This design comes from an exercise in tuning for small area on the open sky130 flow, not from production work. Function was checked by simulation only, so behaviour that the tests miss may differ from the original. The clock port is modelled as an ideal driver; clocking choices that lean on that would not hold on a real chip. Power is estimated from default activity; no workload was simulated.

## v6
==> flow/design.v <==
module ALU(
	input i_clk,
	input i_fetch,
	input i_pass_y,
	input i_first_y,
	input i_second_y,
	input [2:0] i_j,
	input i_window,
	input logic[2:0] i_op,
	input logic[1:0] i_x,
	output logic[7:0] o_result
	);
	logic c;
	logic[2:0] amount;
	logic xp;
	logic[1:0] y;
	logic c1;
	logic c2;
	logic[1:0] r;
	logic[1:0] xs;
	logic[7:0] left;
	logic[7:0] right;
	wire pass_x = i_window && !i_j[2];
	wire shift_op = i_op[2] & (i_op[1] | i_op[0]);
	wire cin = pass_x && i_j[1:0] == 0 ? i_op[0] : c;
	wire[1:0] x = pass_x ? i_x : 2'b00;
	always_comb begin
		y = o_result[1:0] ^ {2{i_op[0]}};
		c1 = (x[0] & y[0]) | (cin & (x[0] ^ y[0]));
		c2 = (x[1] & y[1]) | (c1 & (x[1] ^ y[1]));
		xs = amount[0] ? {x[0], i_j == 0 ? 1'b0 : xp} : x;
		case(i_op)
			0, 1: r = x ^ y ^ {c1, cin};
			2: r = x & o_result[1:0];
			3: r = ~(x | o_result[1:0]);
			4: r = x ^ o_result[1:0];
			default: r = c ? 2'b00 : xs;
		endcase
		case(amount[2:1])
			0: left = 8'b00001111;
			1: left = 8'b00000111;
			2: left = 8'b00000011;
			default: left = 8'b00000001;
		endcase
		case(amount)
			0: right = 8'b00001111;
			1, 2: right = 8'b00011110;
			3, 4: right = 8'b00111100;
			5, 6: right = 8'b01111000;
			default: right = 8'b11110000;
		endcase
	end
	wire take = i_window && (shift_op ? (i_op[1] ? right[i_j] : left[i_j]) : !i_j[2]);
	always_ff @(posedge i_clk)
		xp <= x[1];
	always_ff @(posedge i_clk)
		if(i_fetch)
			o_result <= {i_x, o_result[7:2]};
		else if(i_pass_y) begin
			o_result <= {shift_op ? 2'b00 : i_x, o_result[7:2]};
			if(i_first_y) begin
				c <= 1'b0;
				amount[1:0] <= i_x;
			end else if(i_second_y) begin
				c <= i_x[1];
				amount[2] <= i_x[0];
			end else
				c <= c | i_x[1] | i_x[0];
		end else begin
			if(take)
				o_result <= {r, o_result[7:2]};
			if(pass_x && !shift_op)
				c <= c2;
		end
endmodule
module debounce(
	input i_clk,
	input i_rst,
	input [WIDTH - 1:0] i_btn,
	output [WIDTH - 1:0] o_events,
	output [WAIT - 1:0] o_counter
	);
	parameter WIDTH = 1;
	parameter WAIT = 4;
	logic[WAIT - 1:0] counter;
	logic[WIDTH - 1:0] debounced;
	logic[WIDTH - 1:0] events;
	always_ff @(posedge i_clk)
		if(i_rst)
		begin
			debounced <= '0;
			counter <= '0;
		end else
		begin
			if(counter == 2)
			begin
				debounced <= i_btn;
				events <= debounced & ~i_btn;
			end
			counter <= counter - 1'b1;
		end
	assign o_events = events;
	assign o_counter = counter;
endmodule
module top(
	input i_clk,
	input i_rst,
	input [10:0] i_btn,
	output [11:0] o_led
	);
	typedef enum logic[2:0] {S_OP, S_REG_SEL, S_REG_EDIT, S_X_REG_SEL, S_Y_REG_SEL, S_RES_REG_SEL, S_RES} states;
	states state;
	logic[2:0] slot[5];
	logic[7:0] rings[8];
	logic clearing;
	logic[7:0] shown_reg;
	wire[7:0] shown;
	wire[10:0] ev_held;
	wire[3:0] cnt;
	wire[7:0] alu_out;
	debounce #(11, 4) debouncer0(i_clk, i_rst, i_btn, ev_held, cnt);
	wire pending = cnt == 13 && !clearing;
	wire[10:0] ev = ev_held & {11{pending}};
	wire[1:0] ph = 2'(2'd1 - cnt[1:0]);
	logic ahead;
	logic behind;
	logic pass_y;
	logic window;
	logic[2:0] j;
	always_comb begin
		ahead = 1'b0;
		behind = 1'b0;
		pass_y = 1'b0;
		window = 1'b1;
		j = 3'(4'd5 - cnt);
		case(cnt)
			1, 0, 15, 14: ahead = 1'b1;
			12, 11, 10, 9: behind = 1'b1;
			default: ;
		endcase
		case(cnt)
			9, 8, 7, 6: pass_y = 1'b1;
			default: ;
		endcase
		case(cnt)
			13, 12, 11, 10, 9, 8, 7, 6: window = 1'b0;
			default: ;
		endcase
	end
	wire edit = state == S_REG_EDIT;
	wire in_res = state == S_RES;
	wire[7:0] edit_ev = edit ? ev[7:0] : 8'b0;
	wire store = in_res & ev_held[10];
	wire selecting = state == S_OP || state == S_REG_SEL;
	wire[2:0] addr = state == S_OP ? slot[1] : state == S_REG_SEL ? slot[0] ^ ev_held[2:0] :
		pass_y ? slot[4] : slot[3];
	wire[1:0] shown_pair = shown_reg[2 * ph +: 2];
	wire[1:0] tap = rings[addr][1:0];
	wire[1:0] operand = in_res && addr == slot[0] ? shown_pair : tap;
	ALU alu0(i_clk, selecting && ahead, pass_y, cnt == 9, cnt == 8, j, window, slot[1], operand, alu_out);
	wire we = (ahead & store) | (behind & (edit | state == S_REG_SEL));
	wire[2:0] waddr = slot[0];
	wire[1:0] wdata = clearing ? 2'b00 : shown_pair;
	always_ff @(posedge i_clk)
		for(int i = 0; i < 8; i++)
			rings[i] <= {clearing || (we && waddr == i) ? wdata : rings[i][1:0], rings[i][7:2]};
	always_ff @(posedge i_clk)
		if(i_rst)
			clearing <= 1'b1;
		else if(cnt == 13)
			clearing <= 1'b0;
	always_ff @(posedge i_clk)
		if(pending && (selecting || state == S_RES_REG_SEL || store))
			shown_reg <= alu_out;
		else
			shown_reg <= shown_reg ^ edit_ev;
	wire toggling = pending && state != S_REG_EDIT && state != S_RES;
	wire[2:0] field = slot[0] ^ (toggling ? ev[2:0] : 3'b0);
	wire rotate = pending && ev[8] && state != S_REG_EDIT && state != S_RES_REG_SEL &&
		!(state == S_REG_SEL && ev[9]);
	always_ff @(posedge i_clk)
		if(i_rst)
			for(int i = 0; i < 5; i++)
				slot[i] <= '0;
		else if(rotate) begin
			for(int i = 0; i < 4; i++)
				slot[i] <= slot[i + 1];
			slot[4] <= field;
		end else
			slot[0] <= field;
	always_ff @(posedge i_clk)
	begin
		if(i_rst)
			state <= S_OP;
		else
		case(state)
			S_OP: begin
				if(ev[8])
					state <= S_REG_SEL;
			end
			S_REG_SEL: begin
				if(ev[8])
					state <= S_X_REG_SEL;
				if(ev[9])
					state <= S_REG_EDIT;
			end
			S_REG_EDIT: begin
				if(ev[9])
					state <= S_REG_SEL;
			end
			S_X_REG_SEL: begin
				if(ev[8])
					state <= S_Y_REG_SEL;
			end
			S_Y_REG_SEL: begin
				if(ev[8])
					state <= S_RES_REG_SEL;
			end
			S_RES_REG_SEL: begin
				if(ev[8])
					state <= S_RES;
			end
			default: begin
				if(ev[8])
					state <= S_OP;
			end
		endcase
	end
	assign shown = state == S_REG_EDIT || state == S_RES ? shown_reg ^ edit_ev : {5'b0, slot[0]};
	assign o_led = {1'b0, state, ~shown};
endmodule
clock: 10.0 ns
lec_check: 0
abc_area: 1
cap_margin: 20
core_margin: 2
core_utilization: 55
slew_margin: 20
standard.sh (not shown) runs the stock make flow with config.mk's settings and CLKGATE_MAP_FILE= SYNTH_SCRIPT=/design/flow/synth_recipe.tcl, a recipe that flattens the netlist after the stock synthesis.
==> flow/flow/run.sh <==
#!/bin/bash
# The standard layout, with the ports buffered by the smallest buffer and the
# registers' clock pins split into eight groups by position, each behind a
# clkbuf_8 (flow/cluster_clock.tcl); CTS builds the tree above them, without
# dummy loads.
set -euo pipefail
export BUFFER_PORTS_ARGS="-buffer_cell sky130_fd_sc_hd__buf_1"
export PRE_CTS_TCL="$PWD/flow/cluster_clock.tcl"
export CTS_ARGS="-clk_nets i_clk -sink_clustering_enable -repair_clock_nets -buf_list sky130_fd_sc_hd__clkbuf_8 -dont_use_dummy_load"
bash standard.sh > standard.log 2>&1
Other scripts of this flow, unchanged in this note and not shown: flow/flow/cluster_clock.tcl
#### Input delta (v7 over v6)
--- a/flow/design.v
+++ b/flow/design.v
@@ -107,17 +107,21 @@
 	input i_rst,
 	input [10:0] i_btn,
 	output [11:0] o_led
 	);
 	typedef enum logic[2:0] {S_OP, S_REG_SEL, S_REG_EDIT, S_X_REG_SEL, S_Y_REG_SEL, S_RES_REG_SEL, S_RES} states;
 	states state;
-	logic[2:0] slot[5];
+	logic[2:0] op;
+	logic[2:0] x_reg;
+	logic[2:0] y_reg;
+	logic[2:0] res_reg;
+	logic[2:0] sel_reg;
 	logic[7:0] rings[8];
 	logic clearing;
 	logic[7:0] shown_reg;
-	wire[7:0] shown;
+	logic[7:0] shown;
 	wire[10:0] ev_held;
 	wire[3:0] cnt;
 	wire[7:0] alu_out;
 	debounce #(11, 4) debouncer0(i_clk, i_rst, i_btn, ev_held, cnt);
 	wire pending = cnt == 13 && !clearing;
 	wire[10:0] ev = ev_held & {11{pending}};
@@ -149,20 +153,20 @@
 	end
 	wire edit = state == S_REG_EDIT;
 	wire in_res = state == S_RES;
 	wire[7:0] edit_ev = edit ? ev[7:0] : 8'b0;
 	wire store = in_res & ev_held[10];
 	wire selecting = state == S_OP || state == S_REG_SEL;
-	wire[2:0] addr = state == S_OP ? slot[1] : state == S_REG_SEL ? slot[0] ^ ev_held[2:0] :
-		pass_y ? slot[4] : slot[3];
+	wire[2:0] addr = selecting ? sel_reg ^ (state == S_REG_SEL ? ev_held[2:0] : 3'b0) :
+		pass_y ? y_reg : x_reg;
 	wire[1:0] shown_pair = shown_reg[2 * ph +: 2];
 	wire[1:0] tap = rings[addr][1:0];
-	wire[1:0] operand = in_res && addr == slot[0] ? shown_pair : tap;
-	ALU alu0(i_clk, selecting && ahead, pass_y, cnt == 9, cnt == 8, j, window, slot[1], operand, alu_out);
+	wire[1:0] operand = in_res && addr == res_reg ? shown_pair : tap;
+	ALU alu0(i_clk, selecting && ahead, pass_y, cnt == 9, cnt == 8, j, window, op, operand, alu_out);
 	wire we = (ahead & store) | (behind & (edit | state == S_REG_SEL));
-	wire[2:0] waddr = slot[0];
+	wire[2:0] waddr = in_res ? res_reg : sel_reg;
 	wire[1:0] wdata = clearing ? 2'b00 : shown_pair;
 	always_ff @(posedge i_clk)
 		for(int i = 0; i < 8; i++)
 			rings[i] <= {clearing || (we && waddr == i) ? wdata : rings[i][1:0], rings[i][7:2]};
 	always_ff @(posedge i_clk)
 		if(i_rst)
@@ -171,61 +175,65 @@
 			clearing <= 1'b0;
 	always_ff @(posedge i_clk)
 		if(pending && (selecting || state == S_RES_REG_SEL || store))
 			shown_reg <= alu_out;
 		else
 			shown_reg <= shown_reg ^ edit_ev;
-	wire toggling = pending && state != S_REG_EDIT && state != S_RES;
-	wire[2:0] field = slot[0] ^ (toggling ? ev[2:0] : 3'b0);
-	wire rotate = pending && ev[8] && state != S_REG_EDIT && state != S_RES_REG_SEL &&
-		!(state == S_REG_SEL && ev[9]);
-	always_ff @(posedge i_clk)
-		if(i_rst)
-			for(int i = 0; i < 5; i++)
-				slot[i] <= '0;
-		else if(rotate) begin
-			for(int i = 0; i < 4; i++)
-				slot[i] <= slot[i + 1];
-			slot[4] <= field;
+	always_ff @(posedge i_clk)
+	begin
+		if(i_rst) begin
+			state <= S_OP;
+			op <= '0;
+			x_reg <= '0;
+			y_reg <= '0;
+			res_reg <= '0;
+			sel_reg <= '0;
 		end else
-			slot[0] <= field;
-	always_ff @(posedge i_clk)
-	begin
-		if(i_rst)
-			state <= S_OP;
-		else
 		case(state)
 			S_OP: begin
+				op <= op ^ ev[2:0];
 				if(ev[8])
 					state <= S_REG_SEL;
 			end
 			S_REG_SEL: begin
+				sel_reg <= sel_reg ^ ev[2:0];
 				if(ev[8])
 					state <= S_X_REG_SEL;
 				if(ev[9])
 					state <= S_REG_EDIT;
 			end
 			S_REG_EDIT: begin
 				if(ev[9])
 					state <= S_REG_SEL;
 			end
 			S_X_REG_SEL: begin
+				x_reg <= x_reg ^ ev[2:0];
 				if(ev[8])
 					state <= S_Y_REG_SEL;
 			end
 			S_Y_REG_SEL: begin
+				y_reg <= y_reg ^ ev[2:0];
 				if(ev[8])
 					state <= S_RES_REG_SEL;
 			end
 			S_RES_REG_SEL: begin
+				res_reg <= res_reg ^ ev[2:0];
 				if(ev[8])
 					state <= S_RES;
 			end
 			default: begin
 				if(ev[8])
 					state <= S_OP;
 			end
 		endcase
 	end
-	assign shown = state == S_REG_EDIT || state == S_RES ? shown_reg ^ edit_ev : {5'b0, slot[0]};
+	always_comb
+		case(state)
+			S_OP: shown = {5'b0, op};
+			S_REG_SEL: shown = {5'b0, sel_reg};
+			S_X_REG_SEL: shown = {5'b0, x_reg};
+			S_Y_REG_SEL: shown = {5'b0, y_reg};
+			S_RES_REG_SEL: shown = {5'b0, res_reg};
+			default: shown = shown_reg ^ edit_ev;
+		endcase
 	assign o_led = {1'b0, state, ~shown};
 endmodule
--- outcome ---
The clock-pin slew on the worst setup and hold paths on v7 is in line with that on v6.
Of the two candidates, v6 has the better netlist area before placement and v7 the worse one.
Cmp v6 and v7 / inserted tap cell count / higher: v7
Looking at global-route usage, v7 sits above v6.
For v6, the commonest non-fill, non-tap cell in the layout was dfxtp_1, unlike v7, where it was nand2_1.
Row overall power after layout: v7 higher / v6 lower
Routed wire length (v7 over v6): increase, about 8%

-- what the ideal ports hide --
The results above use ideal ports. As a check the final layouts listed here were re-extracted and re-timed, cells and wires unchanged. Step 1 sets driving cells, clkbuf_16 on the clock port and buf_2 on the other inputs (assumed; they add their load-dependent delay and slew). Step 2 adds t to the input delays and takes it off the output delays; t is the mean of the earliest and latest rising clock arrival at the registers after step 1. Input paths then give back, and output paths get back, about the clock's delay inside the block. Three values: ideal ports, drivers, drivers and shift; two values: the first two.
run | t, ns | slack for setup (ns) | worst setup path after step 2 | worst register clock-pin slew, ns | cell pins on the clock port's net
v6 | 0.463 | 4.962 / 4.932 / 5.395 | register to output | 0.10 / 0.10 | 1
v7 | 0.469 | 4.737 / 4.703 / 5.171 | register to output | 0.11 / 0.11 | 1
After both steps setup and hold are still met in every run listed.
